This is an optimization exercise on Yosys and OpenROAD, whose aim is small area and few clock cycles per item, not a production implementation. Function was checked by simulation only, so behaviour that the tests miss may differ from the original.

==> 03-27: inputs <==
## system
module system
  #(parameter WIDTH = 24)
   (input aclk,
    input aresetn,
    input [WIDTH-1:0] s_axis_tdata,
    input s_axis_tvalid,
    output s_axis_tready,
    input s_axis_tlast,
    input [3:0] s_axis_tuser,
    output [2*WIDTH-1:0] m_axis_tdata,
    output m_axis_tvalid,
    input m_axis_tready,
    output m_axis_tlast,
    output [3:0] m_axis_tuser);
    localparam SEED = 7'b1011101;
    localparam [WIDTH-1:0] INV = {{7{1'b1}}, {(WIDTH-7){1'b0}}};
    reg [6:0]       lfsr;      
    reg [WIDTH-1:0] sdata;     
    reg [3:0]       tuser;
    reg             tlast;
    reg             tvalid;
    reg [5:0]       history;   
    wire [WIDTH-1:0] fb;
    scrambler #(.WIDTH(WIDTH)) scrambler_i(.lfsr(lfsr), .fb(fb));
    wire [WIDTH-1:0] smask;
    assign smask[WIDTH-8:0] = sdata[WIDTH-8:0];
    genvar i;
    generate
      for (i = WIDTH-7; i < WIDTH; i = i + 1) begin : gen_mask
        nor2 u_mask(.a(sdata[i]), .b(tlast), .y(smask[i]));
      end
    endgenerate
    assign s_axis_tready = m_axis_tready;
    wire accept = s_axis_tvalid & s_axis_tready;
    wire rst = ~aresetn;
    wire [6:0] lfsr_m, lfsr_d;
    wire tlast_m, tlast_d, tvalid_m, tvalid_d;
    generate
      for (i = 0; i < 7; i = i + 1) begin : gen_lfsr
        mux2i u_m(.a0(lfsr[i]), .a1(fb[WIDTH-7+i]), .s(accept), .y(lfsr_m[i]));
        if (SEED[i])
          nand2 u_r(.a(lfsr_m[i]), .b(aresetn), .y(lfsr_d[i]));
        else
          nor2 u_r(.a(lfsr_m[i]), .b(rst), .y(lfsr_d[i]));
      end
    endgenerate
    mux2i u_tlast_m(.a0(tlast), .a1(s_axis_tlast), .s(accept), .y(tlast_m));
  ...
==> module inv, before the edit <==
module inv (input a, output y);
  assign y = ~a;
endmodule
==> module and2, before the edit <==
module and2 (input a, input b, output y);
  assign y = a & b;
endmodule
==> module one_of_four, before the edit <==
module one_of_four (input a, input b, input c, input d, output y);
  assign y = a & ~b & ~c & ~d;
endmodule
==> module nand2, before the edit <==
module nand2 (input a, input b, output y);
  assign y = ~(a & b);
endmodule
==> module system, before the edit <==
module system
  #(parameter WIDTH = 24)
   (input aclk,
    input aresetn,
    input [WIDTH-1:0] s_axis_tdata,
    input s_axis_tvalid,
    output s_axis_tready,
    input s_axis_tlast,
    input [3:0] s_axis_tuser,
    output [2*WIDTH-1:0] m_axis_tdata,
    output m_axis_tvalid,
    input m_axis_tready,
    output m_axis_tlast,
    output [3:0] m_axis_tuser);
    localparam SEED = 7'b1011101;
    localparam [WIDTH-1:0] INV = {{7{1'b1}}, {(WIDTH-7){1'b0}}};
    reg [6:0]       lfsr;      
    reg [WIDTH-1:0] sdata;     
    reg [3:0]       tuser;
    reg             tlast;
    reg             tvalid;
    reg [5:0]       history;   
    wire [WIDTH-1:0] fb;
    scrambler #(.WIDTH(WIDTH)) scrambler_i(.lfsr(lfsr), .fb(fb));
    wire [WIDTH-1:0] smask;
    assign smask[WIDTH-8:0] = sdata[WIDTH-8:0];
    genvar i;
    generate
      for (i = WIDTH-7; i < WIDTH; i = i + 1) begin : gen_mask
        nor2 u_mask(.a(sdata[i]), .b(tlast), .y(smask[i]));
      end
    endgenerate
    assign s_axis_tready = m_axis_tready;
    wire accept = s_axis_tvalid & s_axis_tready;
    wire rst = ~aresetn;
    wire [6:0] lfsr_m, lfsr_d;
    wire tlast_m, tlast_d, tvalid_m, tvalid_d;
    generate
      for (i = 0; i < 7; i = i + 1) begin : gen_lfsr
        mux2i u_m(.a0(lfsr[i]), .a1(fb[WIDTH-7+i]), .s(accept), .y(lfsr_m[i]));
        if (SEED[i])
          nand2 u_r(.a(lfsr_m[i]), .b(aresetn), .y(lfsr_d[i]));
        else
          nor2 u_r(.a(lfsr_m[i]), .b(rst), .y(lfsr_d[i]));
      end
    endgenerate
    mux2i u_tlast_m(.a0(tlast), .a1(s_axis_tlast), .s(accept), .y(tlast_m));
    nand2 u_tlast_r(.a(tlast_m), .b(aresetn), .y(tlast_d));
    mux2i u_tvalid_m(.a0(tvalid), .a1(s_axis_tvalid), .s(m_axis_tready), .y(tvalid_m));
    nor2 u_tvalid_r(.a(tvalid_m), .b(rst), .y(tvalid_d));
    always @(posedge aclk) begin
      lfsr   <= lfsr_d;
      tlast  <= tlast_d;
      tvalid <= tvalid_d;
    end
    always @(posedge aclk)
      if (accept) begin
        sdata   <= s_axis_tdata ^ fb ^ INV;
        tuser   <= s_axis_tuser;
        history <= smask[WIDTH-1:WIDTH-6];
      end
    wire r34, r23, r12, r23n, r12n;
    and2        u_r34 (.a(tuser[0]), .b(tuser[1]), .y(r34));
    one_of_four u_r23 (.a(tuser[0]), .b(tuser[1]), .c(tuser[2]), .d(tuser[3]), .y(r23));
    inv         u_r23n(.a(r23), .y(r23n));
    nor2        u_r12 (.a(r34), .b(r23), .y(r12));
    inv         u_r12n(.a(r12), .y(r12n));
    encoder encoder_i(
        .data(smask),
        .history(history),
        .sh(r12),
        .st(r23),
        .sf(r34),
        .shn(r12n),
        .stn(r23n),
        .coded(m_axis_tdata)
    );
    assign m_axis_tvalid = tvalid;
    assign m_axis_tlast  = tlast;
    assign m_axis_tuser  = tuser;
endmodule
==> flow/config.mk <==
export PLATFORM = sky130hd
export DESIGN_NAME = system
export DESIGN_NICKNAME = system
export VERILOG_FILES = /design/flow/design.v
export SDC_FILE = /design/flow/constraint.sdc
export NUM_CORES = 4
export LEC_CHECK = 0
export CAP_MARGIN = 20
export CORE_MARGIN = 2
export CORE_UTILIZATION = 40
export SLEW_MARGIN = 20
export SYNTH_HIERARCHICAL = 1
export SYNTH_MINIMUM_KEEP_SIZE = 0
==> flow/constraint.sdc <==
create_clock -name core_clock -period 4.0 [get_ports {aclk}]
set_input_delay 0.8000 -clock core_clock [delete_from_list [all_inputs] [get_ports {aclk}]]
set_output_delay 0.8000 -clock core_clock [all_outputs]
set_load 0.01 [all_outputs]
standard.sh (not shown) runs the stock make flow with config.mk's settings and CLKGATE_MAP_FILE= SYNTH_SCRIPT=/design/flow/synth_recipe.tcl, a recipe that flattens the netlist after the stock synthesis.
==> flow/flow/run.sh <==
#!/bin/bash
# The standard layout (the standard.sh, unchanged) with two settings:
# - the port buffers that buffer_ports inserts are the smallest buffer,
#   sky130_fd_sc_hd__buf_1, instead of the cell it picks by default;
# - clock tree synthesis uses sky130_fd_sc_hd__clkbuf_8 and inserts no dummy
#   loads. The tree is otherwise TritonCTS's own (H-tree, balanced).
set -euo pipefail
export BUFFER_PORTS_ARGS="-buffer_cell sky130_fd_sc_hd__buf_1"
export CTS_ARGS="-sink_clustering_enable -repair_clock_nets -dont_use_dummy_load -buf_list sky130_fd_sc_hd__clkbuf_8"
bash standard.sh > standard.log 2>&1
==> inputs of 11-11, as changes to 03-27 <==
--- a/flow/design.v
+++ b/flow/design.v
@@ -189,18 +189,6 @@
 module nor2 (input a, input b, output y);
   assign y = ~(a | b);
 endmodule
-module inv (input a, output y);
-  assign y = ~a;
-endmodule
-module and2 (input a, input b, output y);
-  assign y = a & b;
-endmodule
-module one_of_four (input a, input b, input c, input d, output y);
-  assign y = a & ~b & ~c & ~d;
-endmodule
-module nand2 (input a, input b, output y);
-  assign y = ~(a & b);
-endmodule
 module oai22 (input a0, input b0, input a1, input b1, output y);
   assign y = ~((a0 | b0) & (a1 | b1));
 endmodule
@@ -243,49 +231,43 @@
         nor2 u_mask(.a(sdata[i]), .b(tlast), .y(smask[i]));
       end
     endgenerate
-    assign s_axis_tready = m_axis_tready;
+    assign s_axis_tready = ~tvalid | m_axis_tready;
     wire accept = s_axis_tvalid & s_axis_tready;
-    wire rst = ~aresetn;
-    wire [6:0] lfsr_m, lfsr_d;
-    wire tlast_m, tlast_d, tvalid_m, tvalid_d;
-    generate
-      for (i = 0; i < 7; i = i + 1) begin : gen_lfsr
-        mux2i u_m(.a0(lfsr[i]), .a1(fb[WIDTH-7+i]), .s(accept), .y(lfsr_m[i]));
-        if (SEED[i])
-          nand2 u_r(.a(lfsr_m[i]), .b(aresetn), .y(lfsr_d[i]));
-        else
-          nor2 u_r(.a(lfsr_m[i]), .b(rst), .y(lfsr_d[i]));
-      end
-    endgenerate
-    mux2i u_tlast_m(.a0(tlast), .a1(s_axis_tlast), .s(accept), .y(tlast_m));
-    nand2 u_tlast_r(.a(tlast_m), .b(aresetn), .y(tlast_d));
-    mux2i u_tvalid_m(.a0(tvalid), .a1(s_axis_tvalid), .s(m_axis_tready), .y(tvalid_m));
-    nor2 u_tvalid_r(.a(tvalid_m), .b(rst), .y(tvalid_d));
-    always @(posedge aclk) begin
-      lfsr   <= lfsr_d;
-      tlast  <= tlast_d;
-      tvalid <= tvalid_d;
-    end
+    always @(posedge aclk)
+      if (~aresetn) begin
+        lfsr   <= SEED;
+        tlast  <= 1'b1;
+        tvalid <= 1'b0;
+      end
+      else begin
+        if (accept) begin
+          lfsr  <= fb[WIDTH-1:WIDTH-7];
+          tlast <= s_axis_tlast;
+        end
+        tvalid <= accept | (tvalid & ~m_axis_tready);
+      end
     always @(posedge aclk)
       if (accept) begin
         sdata   <= s_axis_tdata ^ fb ^ INV;
         tuser   <= s_axis_tuser;
         history <= smask[WIDTH-1:WIDTH-6];
       end
-    wire r34, r23, r12, r23n, r12n;
-    and2        u_r34 (.a(tuser[0]), .b(tuser[1]), .y(r34));
-    one_of_four u_r23 (.a(tuser[0]), .b(tuser[1]), .c(tuser[2]), .d(tuser[3]), .y(r23));
-    inv         u_r23n(.a(r23), .y(r23n));
-    nor2        u_r12 (.a(r34), .b(r23), .y(r12));
-    inv         u_r12n(.a(r12), .y(r12n));
+    reg r34, r23;
+    always @*
+      case (tuser)
+        4'b1111, 4'b0111, 4'b1011, 4'b0011: {r34, r23} = 2'b10;
+        4'b0001:                                 {r34, r23} = 2'b01;
+        default:                                   {r34, r23} = 2'b00;
+      endcase
+    wire r12 = ~(r34 | r23);
     encoder encoder_i(
         .data(smask),
         .history(history),
         .sh(r12),
         .st(r23),
         .sf(r34),
-        .shn(r12n),
-        .stn(r23n),
+        .shn(~r12),
+        .stn(~r23),
         .coded(m_axis_tdata)
     );
     assign m_axis_tvalid = tvalid;
==> flow/run.sh (new file) <==
#!/bin/bash
# synth_recipe.tcl (not shown) runs the flow's synth.tcl, then flattens the netlist and writes it again
# the make line also repeats each setting of config.mk as NAME=value (left out here)
make -C /OpenROAD-flow-scripts/flow DESIGN_CONFIG=/design/flow/config.mk WORK_HOME=/design/flow/orfs CLKGATE_MAP_FILE= SYNTH_SCRIPT=/design/flow/synth_recipe.tcl finish
removed: flow/flow/run.sh
removed: flow/standard.sh
==> impl_results.md <==
- Clock-cell share: 0.0254
- GRT met1 Usage: 0.222
- Crit-path cells: nor2_1, xor2_1, xor2_1, xnor2_1, a222oi_1, clkdlybuf4s50_1
- Final non-filler cell total: between 400 and 500
- Share of layout cells above drive strength 1: 0.0295
- CLK BUF: 7
- Core area: roughly 0.0076 sq mm
- HPWL Detailed: 6.39 mm
- Yosys top cell area share: 0.327
- Area of placed instances: 0.00409 sq mm
- Outcome: no timing/DRC/antenna violations
- Slew @ Worst Pin: 0.961 ns
- Multi-In Gates: approximately 220
- Crit-path leading delay family: XOR/XNOR gates
- Design area: 0.00420 sq mm
- Met3 usage: 0.0285
- GRT Util Overall: 0.183
(the above is from 11-11)
==> impl_results.md <==
- Share of layout cells above drive strength 1: 0.0276
- Final non-filler cell total: 461
- Setup TNS: 0 ns
- Area of placed instances: around 0.0035 sq mm
- Crit-path leading delay family: buffers and inverters
- Slew @ Worst Pin: ~1.0 ns
- Die area: between 0.008 and 0.009 sq mm
- Outcome: no timing/DRC/antenna violations
- Yosys top cell area share: 0.332
- CLK BUF: 5
- GRT met1 Usage: 0.223
- Crit-path cells: and2_1, buf_4, nor2_1, inv_1, o22ai_1, buf_1
- Clock-cell share: 0.0192
- HPWL Detailed: 5.72 mm
- Met3 usage: 0.0255
(the above is from 03-27)
Testbench counts of 03-27, summed over its fixed seeds: cycles 12,472, items 12,464.
Testbench counts of 11-11, summed over its fixed seeds: cycles 12,472, items 12,464.

==> static timing again, ports no longer ideal <==
No port has a modelled driver above. Below, the same layouts with a new extraction and two added sets of constraints.
Step 1 sets driving cells, clkbuf_16 on the clock port and buf_2 on the other inputs (assumed; they add their load-dependent delay and slew).
Step 2 also shifts input and output timing later by t, the mid clock arrival at the registers, as if the neighbouring blocks saw the same clock.
Three values: no drivers, after step 1, after step 2; two values: the first two.
run	t, ns	slack for setup (ns)	worst hold slack (ns)	worst slew at a driven data input, ns	cell pins on the clock port's net
03-27	0.304	0.618 / 0.594 / 0.898	0.506 / 0.506 / 0.506	0.03	1
11-11	0.313	0.407 / 0.380 / 0.693	0.480 / 0.480 / 0.480	0.04	1
After both steps setup and hold are still met in every run listed.
